Background: an optimization exercise with open tools, aiming at small area. Do not read the settings as production practice. In this exercise RTL edits were held to simulation tests only and were not proved equivalent to the original. Power and IR drop assume default switching activity.

$ cat flow/run.sh
#!/bin/bash
# synth_recipe.tcl (not shown) runs the flow's synth.tcl, then flattens the netlist and writes it again
# the make line also repeats each setting of config.mk as NAME=value (left out here)
make -C /OpenROAD-flow-scripts/flow DESIGN_CONFIG=/design/flow/config.mk WORK_HOME=/design/flow/orfs CLKGATE_MAP_FILE= SYNTH_SCRIPT=/design/flow/synth_recipe.tcl finish
$ cat flow/config.mk
export PLATFORM = sky130hd
export DESIGN_NAME = top_module_router
export DESIGN_NICKNAME = top_module_router
export VERILOG_FILES = /design/flow/design.v
export SDC_FILE = /design/flow/constraint.sdc
export NUM_CORES = 4
export LEC_CHECK = 0
export CAP_MARGIN = 20
export CORE_MARGIN = 2
export CORE_UTILIZATION = 40
export SLEW_MARGIN = 20
$ cat flow/constraint.sdc
create_clock -name core_clock -period 5.0 [get_ports {clk}]
set_input_delay 1.0000 -clock core_clock [delete_from_list [all_inputs] [get_ports {clk}]]
set_output_delay 1.0000 -clock core_clock [all_outputs]
set_load 0.01 [all_outputs]
$ cat flow/design.v
module router_fsm(data_in,clk,rstn,pkt_valid,parity_done,fifo_full,low_pkt_valid,soft_reset_0,soft_reset_1,soft_reset_2,empty_0,empty_1,empty_2,busy,detect_add,ld_state,laf_state,write_enb_reg,rst_int_reg,lfd_state,full_state);
input [1:0]data_in;
reg [1:0]temp;
input clk,rstn,pkt_valid,parity_done,fifo_full,low_pkt_valid;
input soft_reset_0,soft_reset_1,soft_reset_2;
input empty_0,empty_1,empty_2;
output wire detect_add,ld_state,laf_state,write_enb_reg,rst_int_reg,lfd_state,full_state;
output reg busy;
parameter decode_address=3'b000,
				load_first_data=3'b001,
				wait_till_empty=3'b010,
				load_data=3'b011,
				fifo_full_state=3'b100,
				load_parity=3'b101,
				check_parity_error=3'b110,
				load_after_full=3'b111;
reg [2:0]state,next_state;
always@(posedge clk)
begin
if(detect_add)  temp<=data_in;
end
always@(posedge clk)
begin
if (!rstn) state<=decode_address;
else if((soft_reset_0 && temp==2'b00) || (soft_reset_1 && temp==2'b01)||(soft_reset_2 && temp==2'b10))
state<=decode_address;
else state<=next_state;
end
always@(*)
begin
next_state<=decode_address;
case(state)
3'b000:begin
if((pkt_valid && data_in==0 && empty_0)||(pkt_valid && data_in==1 && empty_1)||(pkt_valid && data_in==2 && empty_2))
next_state<=load_first_data;
else if((pkt_valid && data_in==0 && ~empty_0)||(pkt_valid && data_in==1 && ~empty_1)||(pkt_valid && data_in==2 && ~empty_2))
next_state<=wait_till_empty;
else
next_state<=decode_address;
end
3'b001:begin
next_state<=load_data; end
3'b010:begin
if((empty_0 && temp==2'b00)||(empty_1 && temp==2'b01)||(empty_2 && temp==2'b10))
next_state<=load_first_data;
else
next_state<=wait_till_empty; end
3'b011:begin
if (fifo_full)
next_state<=fifo_full_state;
else if(!fifo_full && !pkt_valid)
next_state<=load_parity;
else
next_state<=load_data;
end
3'b100:begin
next_state<=(fifo_full)?fifo_full_state:load_after_full;
end
3'b101:begin
next_state<=check_parity_error;end
3'b110:begin
next_state<=(fifo_full)?fifo_full_state:decode_address; end
3'b111:begin
if (!parity_done && !low_pkt_valid)  
next_state<=load_data;
else if(!parity_done && low_pkt_valid)
next_state<=load_parity;
else if(parity_done)
next_state<=decode_address;
end
endcase
end
assign detect_add = (state==decode_address);
assign lfd_state = (state==load_first_data);
assign ld_state = (state==load_data);
assign laf_state = (state==load_after_full);
assign write_enb_reg = ((state==load_data)||(state==load_parity)||(state==load_after_full));
assign full_state=(state==fifo_full_state);
assign rst_int_reg = (low_pkt_valid==1'b0)?(state==check_parity_error):1'b0;
always@(state)begin
case(state)
3'b000,3'b011 : busy=1'b0;
default: busy=1'b1;
endcase end
endmodule 
module router_register(clk,rstn,pkt_valid,fifo_full,rst_int_reg,detect_add,ld_state,laf_state,full_state,lfd_state,parity_done,low_pkt_valid,err,dout,data_in);
input clk,rstn,pkt_valid,fifo_full,rst_int_reg,detect_add,ld_state,laf_state,full_state,lfd_state;
input [7:0]data_in;
output reg parity_done,low_pkt_valid,err;
output reg [7:0]dout;
reg [7:0]header_byte,full_state_byte,internal_parity,packet_parity;
always@(posedge clk)
begin
  if (detect_add || ~rstn)												  parity_done<=1'b0;
  else if (ld_state==1 && fifo_full==0 && pkt_valid==0)        parity_done<=1'b1;
  else if(laf_state==1 && low_pkt_valid==1 && parity_done==0) parity_done<=1'b1;
  else parity_done<=parity_done;
end
always@(posedge clk)
begin
	if(rst_int_reg || ~rstn) low_pkt_valid<=0;
	else if (ld_state && ~pkt_valid) low_pkt_valid<=1;
end
always@(posedge clk)
begin
	if (~rstn) 
		begin
			header_byte<=8'b0;full_state_byte<=8'b0;packet_parity<=8'b0;
		end
	else if(detect_add && pkt_valid && data_in[1:0]!=2'b11)      
		header_byte<=data_in;
	else if (~pkt_valid && ld_state) 
		packet_parity<=data_in;												 
	else if (fifo_full && ld_state) 
		full_state_byte<=data_in;												 
	else 
		begin
		header_byte<=header_byte;
		full_state_byte<=full_state_byte;
		packet_parity<=packet_parity;
		end
end
always@(posedge clk)
begin
	if (!rstn || detect_add)
		internal_parity<=8'b0;
	else if(lfd_state)
		internal_parity<=internal_parity^header_byte;
	else if(pkt_valid && ld_state && !full_state)
		internal_parity<=internal_parity^data_in;
	else
		internal_parity<=internal_parity;
end
always@(posedge clk)
begin
	if (!rstn) err<=0;
	else if(parity_done)
		err<=(internal_parity!=packet_parity)?1'b1:1'b0;
	else
		err<=err;
end
always@(posedge clk)
begin
if (!rstn) dout<=0;
	else if (lfd_state)
		dout<=header_byte;
	else if(ld_state && !fifo_full)
		dout<=data_in;
	else if(laf_state)
		dout<=full_state_byte;
	else
		dout<=dout; end
endmodule 
module router_syn(clk,rstn,data_in,write_enb_reg,detect_add,vld_out_0,vld_out_1,vld_out_2,read_enb_0,read_enb_1,read_enb_2,write_enb,fifo_full,empty_0,empty_1,empty_2,soft_reset_0,soft_reset_1,soft_reset_2,full_0,full_1,full_2);
input clk,rstn,empty_0,empty_1,empty_2,full_0,full_1,full_2,detect_add,write_enb_reg,read_enb_0,read_enb_1,read_enb_2;
input [1:0]data_in;
output reg soft_reset_0,soft_reset_1,soft_reset_2,fifo_full;
output reg [2:0] write_enb;
output vld_out_0,vld_out_1,vld_out_2;
reg [1:0]temp;
reg [4:0]count;   
assign vld_out_0 = ~empty_0;
assign vld_out_1 = ~empty_1;
assign vld_out_2 = ~empty_2;
always@(posedge clk)
	begin
		if(!rstn)
			temp<=0;
		else if(detect_add)
			temp<=data_in;
		else
			temp<=temp;
	end
always@(*)
	begin
		case(temp)
			2'b00 : fifo_full = full_0;
			2'b01 : fifo_full = full_1;
			2'b10 : fifo_full = full_2;
			default : fifo_full = 1'b0;
		endcase
	end
always@(*)
	begin
		if(write_enb_reg)
			begin
				case(temp)
					2'b00 : write_enb = 3'b001;
					2'b01 : write_enb = 3'b010;
					2'b10 : write_enb = 3'b100;
					default : write_enb = 3'b000;
				endcase
			end
		else
			write_enb = 3'b0;
	end
always@(posedge clk)
	begin
		if(!rstn)
			begin
				count<=5'b0;
				soft_reset_0<=1'b0;
				soft_reset_1<=1'b0;
				soft_reset_2<=1'b0;
			end
		else
		begin
		soft_reset_0<=1'b0;
		soft_reset_1<=1'b0;
		soft_reset_2<=1'b0;
		if(vld_out_0)
			begin
				if(!read_enb_0)
					begin
						if(count==5'd29)
							begin
								soft_reset_0<=1'b1;
								count<=5'b0;
							end
						else
							begin
								soft_reset_0<=1'b0;
								count<=count+5'b1;
							end
					end
				else
					count<=5'b0;
			end
		else if(vld_out_1)
			begin
				if(!read_enb_1)
					begin
						if(count==5'd29)
							begin
								soft_reset_1<=1'b1;
								count<=5'b0;
							end
						else
								begin
								soft_reset_1<=1'b0;
								count<=count+5'b1;
							end
					end
				else
					count<=5'b0;
			end
		else if(vld_out_2)
			begin
				if(!read_enb_2)
					begin
						if(count==5'd29)
							begin
								soft_reset_2<=1'b1;
								count<=5'b0;
						end
						else
							begin
								soft_reset_2<=1'b0;
								count<=count+5'b1;
							end
					end
					else
					count<=5'b0;
			end
		else
				count<=5'b0;
		end
	end
endmodule 
module router_fifo(rstn, clk, soft_reset, read_enb, write_enb, lfd_state, data_in, dout, full, empty);
input rstn, clk, soft_reset, read_enb, write_enb, lfd_state;
input [7:0] data_in;
output reg [7:0] dout;
output empty, full;
reg [8:0] mem[15:0];    
reg [4:0] rd_ptr;  
reg [4:0] wr_ptr;  
reg [6:0] count;
reg temp;
integer i;
assign full = ((wr_ptr[4] != rd_ptr[4]) && (wr_ptr[3:0] == rd_ptr[3:0])) ? 1'b1 : 1'b0;
assign empty = (wr_ptr[4:0] == rd_ptr[4:0]) ? 1'b1 : 1'b0;
always @(posedge clk) begin
  if (!rstn)
    temp <= 1'b0;
  else
    temp <= lfd_state;
end
always @(posedge clk) begin
  if (!rstn)
    count <= 0;
  else if (soft_reset)
    count <= 0;
  else if (read_enb && ~empty)
	  begin
		 if (mem[rd_ptr[3:0]][8] == 1'b1)
			count <= mem[rd_ptr[3:0]][7:2] + 1'b1;
		 else
			count <= count - 1'b1;
	  end
	else count<=count;
end
always @(posedge clk) begin
  if (!rstn || soft_reset) 
	  begin
		 wr_ptr <= 0;
		 rd_ptr <= 0;
	  end 
  else 
		begin
		 if (write_enb && ~full)
			wr_ptr <= wr_ptr + 1'b1;
		 if (read_enb && ~empty)
			rd_ptr <= rd_ptr + 1'b1;
		end
end
always @(posedge clk) begin
  if (!rstn)
    dout <= 8'b0;
  else if (soft_reset)
    dout <= 8'h00;
  else if (read_enb && ~empty)
    dout <= mem[rd_ptr[3:0]][7:0];
  else
    dout <= 8'h00;
end
always @(posedge clk) 
begin
  if (!rstn || soft_reset) 
	  begin
		 for (i = 0; i < 16; i = i + 1)
			mem[i] <= 8'b0;
	  end 
  else if (write_enb && ~full) 
	  begin
			{mem[wr_ptr[3:0]][8],mem[wr_ptr[3:0]][7:0]} <= {temp, data_in};
	  end
end
endmodule 
module top_module_router(clk,rstn,pkt_valid,read_enb_0,read_enb_1,read_enb_2,data_in,dout_0,dout_1,dout_2,vld_out_0,vld_out_1,vld_out_2,err,busy);
input clk,rstn,pkt_valid;
input read_enb_0,read_enb_1,read_enb_2;
input [7:0]data_in;
output [7:0]dout_0,dout_1,dout_2;
output vld_out_0,vld_out_1,vld_out_2,err,busy;
wire[2:0]write_enb;
wire[7:0]dout;
wire parity_done,fifo_full,low_pkt_valid,soft_reset_0,soft_reset_1,soft_reset_2,empty_0,empty_1,empty_2;
wire detect_add,ld_state,laf_state,write_enb_reg,rst_int_reg,lfd_state,full_state,full_0,full_1,full_2;
router_fsm FSM(data_in[1:0],clk,rstn,pkt_valid,parity_done,fifo_full,low_pkt_valid,soft_reset_0,soft_reset_1,soft_reset_2,empty_0,empty_1,empty_2,busy,detect_add,ld_state,laf_state,write_enb_reg,rst_int_reg,lfd_state,full_state);
router_register REGISTER(clk,rstn,pkt_valid,fifo_full,rst_int_reg,detect_add,ld_state,laf_state,full_state,lfd_state,parity_done,low_pkt_valid,err,dout,data_in);
router_syn SYNCHRONIZER(clk,rstn,data_in[1:0],write_enb_reg,detect_add,vld_out_0,vld_out_1,vld_out_2,read_enb_0,read_enb_1,read_enb_2,write_enb,fifo_full,empty_0,empty_1,empty_2,soft_reset_0,soft_reset_1,soft_reset_2,full_0,full_1,full_2);
router_fifo FIFO_0(rstn, clk, soft_reset_0, read_enb_0, write_enb[0], lfd_state, dout, dout_0, full_0, empty_0);
router_fifo FIFO_1(rstn, clk, soft_reset_1, read_enb_1, write_enb[1], lfd_state, dout, dout_1, full_1, empty_1);
router_fifo FIFO_2(rstn, clk, soft_reset_2, read_enb_2, write_enb[2], lfd_state, dout, dout_2, full_2, empty_2);
endmodule
==> impl_metrics.csv <==
group,metric,value,unit
drt,wire_per_inst,20.91,um
synth,syn_area_per_cell,13.97,um2
power,power.static_leakage,9.088,nW
timing,whs,0.4667,ns
synth,ys_seq_area_share,60.92,%
critical_path,crit_path_start_kind,"flip-flop",
clock_tree,clk_latency,0.61,ns
drt,firstDrtPassIters,5,
synth,synth_edf_count,386,
synth,synth_cells,1621,
clock_tree,cts_resized,0,
synth,syn-cell-area,0.02264,mm2
floorplanning,std_cell_rows,87,
power,ir_worst_vdd,0.2765,mV
drt,drc,0,
global_routing,grt_usage,17.67,%
synth,synth.area.mux_share,12.87,%
timing,slew_violations,0,
floorplanning,fp.dieH,241.9,um
timing,hold_viol_final,0,
synth,synth_top_family_by_area,"simple AND/OR/NAND/NOR gates",
clock_tree,cts-root-buf,"clkbuf_16",
drt,routed_wl,51.38,mm
place,place_congestion,0.7774,
synth,yosysTopAreaCell,"edfxtp_1",
floorplanning,initial_utilization,40.31,%
place,dp_cells,2356,
clock_tree,h-tree-depth,2,
timing,fin_crit,4.191,ns
synth,yosysUniqueCellTypes,54,
run_status,status,"no timing/DRC/antenna violations",
critical_path,arrival,3.19,ns
floorplanning,io_pins,43,
critical_path,critical_path_required,4.00,ns
critical_path,cp-end-kind,"primary output",
timing,fmax,0.2386,GHz
clock_tree,cts_setup_buffers,0,
timing,grt_setup_unrepaired,"no",
drt,vias_per_cell,5.223,
critical_path,worstRegToRegCells,6,
critical_path,r2r_start,"FIFO_2.rd_ptr[2]",
floorplanning,fp.dieArea,0.05852,mm2
drt,num_vias,12830,
timing,tns,0,ns
global_routing,grt_max_degree,50,
timing,setup_violations,0,
global_routing,met1_usage,24.25,%
synth,synth_ff_type,"edfxtp_1",
critical_path,cp-endpoint,"vld_out_2",
global_routing,grt_use_met3,2.736,%
critical_path,r2r_end,"FIFO_2.mem[2][2]",
global_routing,grt_pass1_wl,79.56,mm
power,power-per-cell-area,382.4,mW/mm2
critical_path,worstPathMaxFanout,36,
clock_tree,clk_pin_slew_worst_paths,0.07,ns
power,power,9.790,mW
layout,fin_cells,2457,
synth,synth_compound_area_share,3.050,%
layout,n_fill_cell,4994,
synth,async_reset_ff_share,0,%
synth,synth_area_leaders,"edfxtp_1, mux4_2, and2_1",
synth,synth_simple_gate_area_share,17.52,%
timing,skew,0.03281,ns
synth,synth_adder_area_share,0.9394,%
floorplanning,die_w,241.9,um
layout,multiInputGateArea,0.008328,mm2
timing,worst-slew-pin-transition,1.079,ns
global_routing,antenna_found_initial,1,
layout,num_antenna_cells,0,
timing,relSlewSlack,27.29,%
synth,synth_nets,1652,
synth,synth-xor-area-share,2.382,%
global_routing,met2_usage,29.23,%
synth,synth_top_area_share,51.19,%
clock_tree,holdBufCountCts,0,
global_routing,grt_remaining_overflow,0,
critical_path,path_class,"reg2out",
layout,area_delta_synth_final,13.07,%
place,pre_cts_ws,0.9079,ns
clock_tree,clockBufferDepth,3,
global_routing,grt_pass1_vias,13130,
timing,fin_crit_sh,83.81,%
worst_hold_path,hold_class,"reg2reg",
global_routing,busiest_layer,"met2",
drt,antenna_left,0,
floorplanning,core,0.05617,mm2
critical_path,crit_path_start,"FIFO_2.rd_ptr[1]",
layout,num-nets-final,1687,
timing,worst_slack,0.8094,ns
clock_tree,cts_buffers,53,
layout,regArea,0.01381,mm2
synth,ys_ff_latch,496,
synth,yosys_warnings,4,
place,port_buffers,42,
clock_tree,cts.sinks,496,
layout,drive_gt1_share,17.17,%
place,dpl.hpwl,33.27,mm
critical_path,rrSetupSlack,1.49,ns
job,drv_cap,0,
drt,drt-initial-drc-count,914,
clock_tree,cts_tree,"yes",
how the worst min path moves through the flow:
| stage | end | slack [ns] | cells past startpoint | start |
|---|---|---|---|---|
| 2_1_floorplan | SYNCHRONIZER.count[0] | 0.43 | 1 | SYNCHRONIZER.count[0] |
| 3_3_place_gp | SYNCHRONIZER.count[0] | 0.45 | 1 | SYNCHRONIZER.count[0] |
| 3_5_place_dp | REGISTER.packet_parity[4] | 0.46 | 2 | REGISTER.packet_parity[4] |
| 4_1_cts | REGISTER.packet_parity[4] | 0.47 | 2 | REGISTER.packet_parity[4] |
| 5_1_grt | REGISTER.packet_parity[2] | 0.48 | 2 | REGISTER.packet_parity[2] |
| 6_report | REGISTER.packet_parity[3] | 0.47 | 2 | REGISTER.packet_parity[3] |
power by group:
part           switching (mW)  internal (mW)  total [mW]  leakage, nW
Sequential              0.333           4.61        4.95         4.88
Clock                    1.62           2.21        3.84        0.854
Combinational           0.660          0.347        1.01         3.36
worst max-delay path: stages, from the launching register on:
cell,delay [ns]
dfxtp_1,0.31
buf_4,0.42
xor2_1,0.18
nor4_4,0.58
nand2_1,0.45
clkdlybuf4s50_1,0.62
cell usage after synthesis, drive strengths merged, types with 2 or more instances:
cell type  count
or2            2
dfxtp        110
a31oi          3
mux2i         20
mux4         120
a22oi         17
nand3b        11
nand3         23
nor4           7
nor3          27
o21ai         44
ha            17
and4           3
inv           13
clkbuf        71
and2         388
nand4          8
nand2         40
nor2b         11
buf           36
xor2          47
and3          22
a311oi         9
a21oi         22
nand2b        25
or3            3
nor2         109
xnor2         12
nor3b          4
edfxtp       386
per-layer routing:
layer,part of all wire (%),routed length (um)
met1,45,23110
met2,48,24630
met3,4.9,2533
met4,2.1,1083
met5,0.025,13
state kept, by name (all words and copies together), names as in the netlist, 8 cells and up:
register and cells:
FIFO_2.dout 8, REGISTER.header_byte 8, REGISTER.internal_parity 8, FIFO_0.dout 8, FIFO_2.mem 128, REGISTER.full_state_byte 8, FIFO_0.mem 128, REGISTER.dout 8
FIFO_1.dout 8, REGISTER.packet_parity 8, FIFO_1.mem 128
per-stage QoR:
stage          area (um2)  utilization [%]
5_1_grt             25600            45.58
3_5_place_dp        23880            42.52
3_3_place_gp        23880            42.52
2_1_floorplan       22640                -
4_1_cts             25600            45.57
6_report            25600            45.58
kinds of logic after synthesis:
kind of cell	after synthesis
XOR/XNOR	59
AO/OA/AOI/OAI	104
buffers and inverters	120
multiplexers	141
flip-flops	496
AND/OR/NAND/NOR	684
adder cells (fa/ha/maj)	17
final cells by class:
type | instances | area share [%]
timing repair buffer | 87 | 2.952
sequential | 496 | 53.93
inverter | 13 | 0.1906
clock buffer | 81 | 6.109
clock inverter | 19 | 0.5914
tap | 756 | 3.695
multi-input combinational | 1005 | 32.53
layout by cell type (no fill, tap or decap), types with 4 or more instances in the layout:
cell type / count
and2_1: 387
edfxtp_1: 386
mux4_2: 120
nor2_1: 109
dfxtp_1: 99
clkbuf_16: 53
xor2_1: 44
buf_4: 44
clkdlybuf4s50_1: 42
nand2_1: 40
o21ai_0: 37
nand2b_1: 25
nand3_1: 23
nor3_1: 22
and3_1: 20
mux2i_1: 20
a21oi_1: 19
a22oi_1: 17
ha_1: 17
inv_1: 13
clkbuf_8: 13
clkbuf_1: 13
xnor2_1: 12
dfxtp_2: 11
nor2b_1: 11
nand3b_1: 11
clkinv_2: 10
nand4_1: 8
a311oi_2: 8
o21ai_1: 6
nor3_2: 5
nor4_4: 4

[re-timing with driven ports]
In the flow no input, the clock included, has a driving cell. The finished layout below was timed again as built, in two steps. Step 1 sets driving cells, clkbuf_16 on the clock port and buf_2 on the other inputs (assumed; they add their load-dependent delay and slew). Step 2 moves the port delays by t, midway between the first and last clock arrival at a register: inputs arrive t later, outputs are due t later. That takes back most of the time a late clock gives input paths. Slacks: no drivers / after step 1 / after step 2; pairs: no drivers / after step 1.
t, ns: 0.657
setup slack, ns: 0.809 / 0.751 / 0.803
hold WS [ns]: 0.467 / 0.467 / 0.467
worst setup path at the end: input to register
slew at the worst register clock pin (ns): 0.07 / 0.07
After both steps setup and hold are still met in this run. The setup slack of this run moves by -0.058 ns with the drivers and by -0.006 ns with both steps.
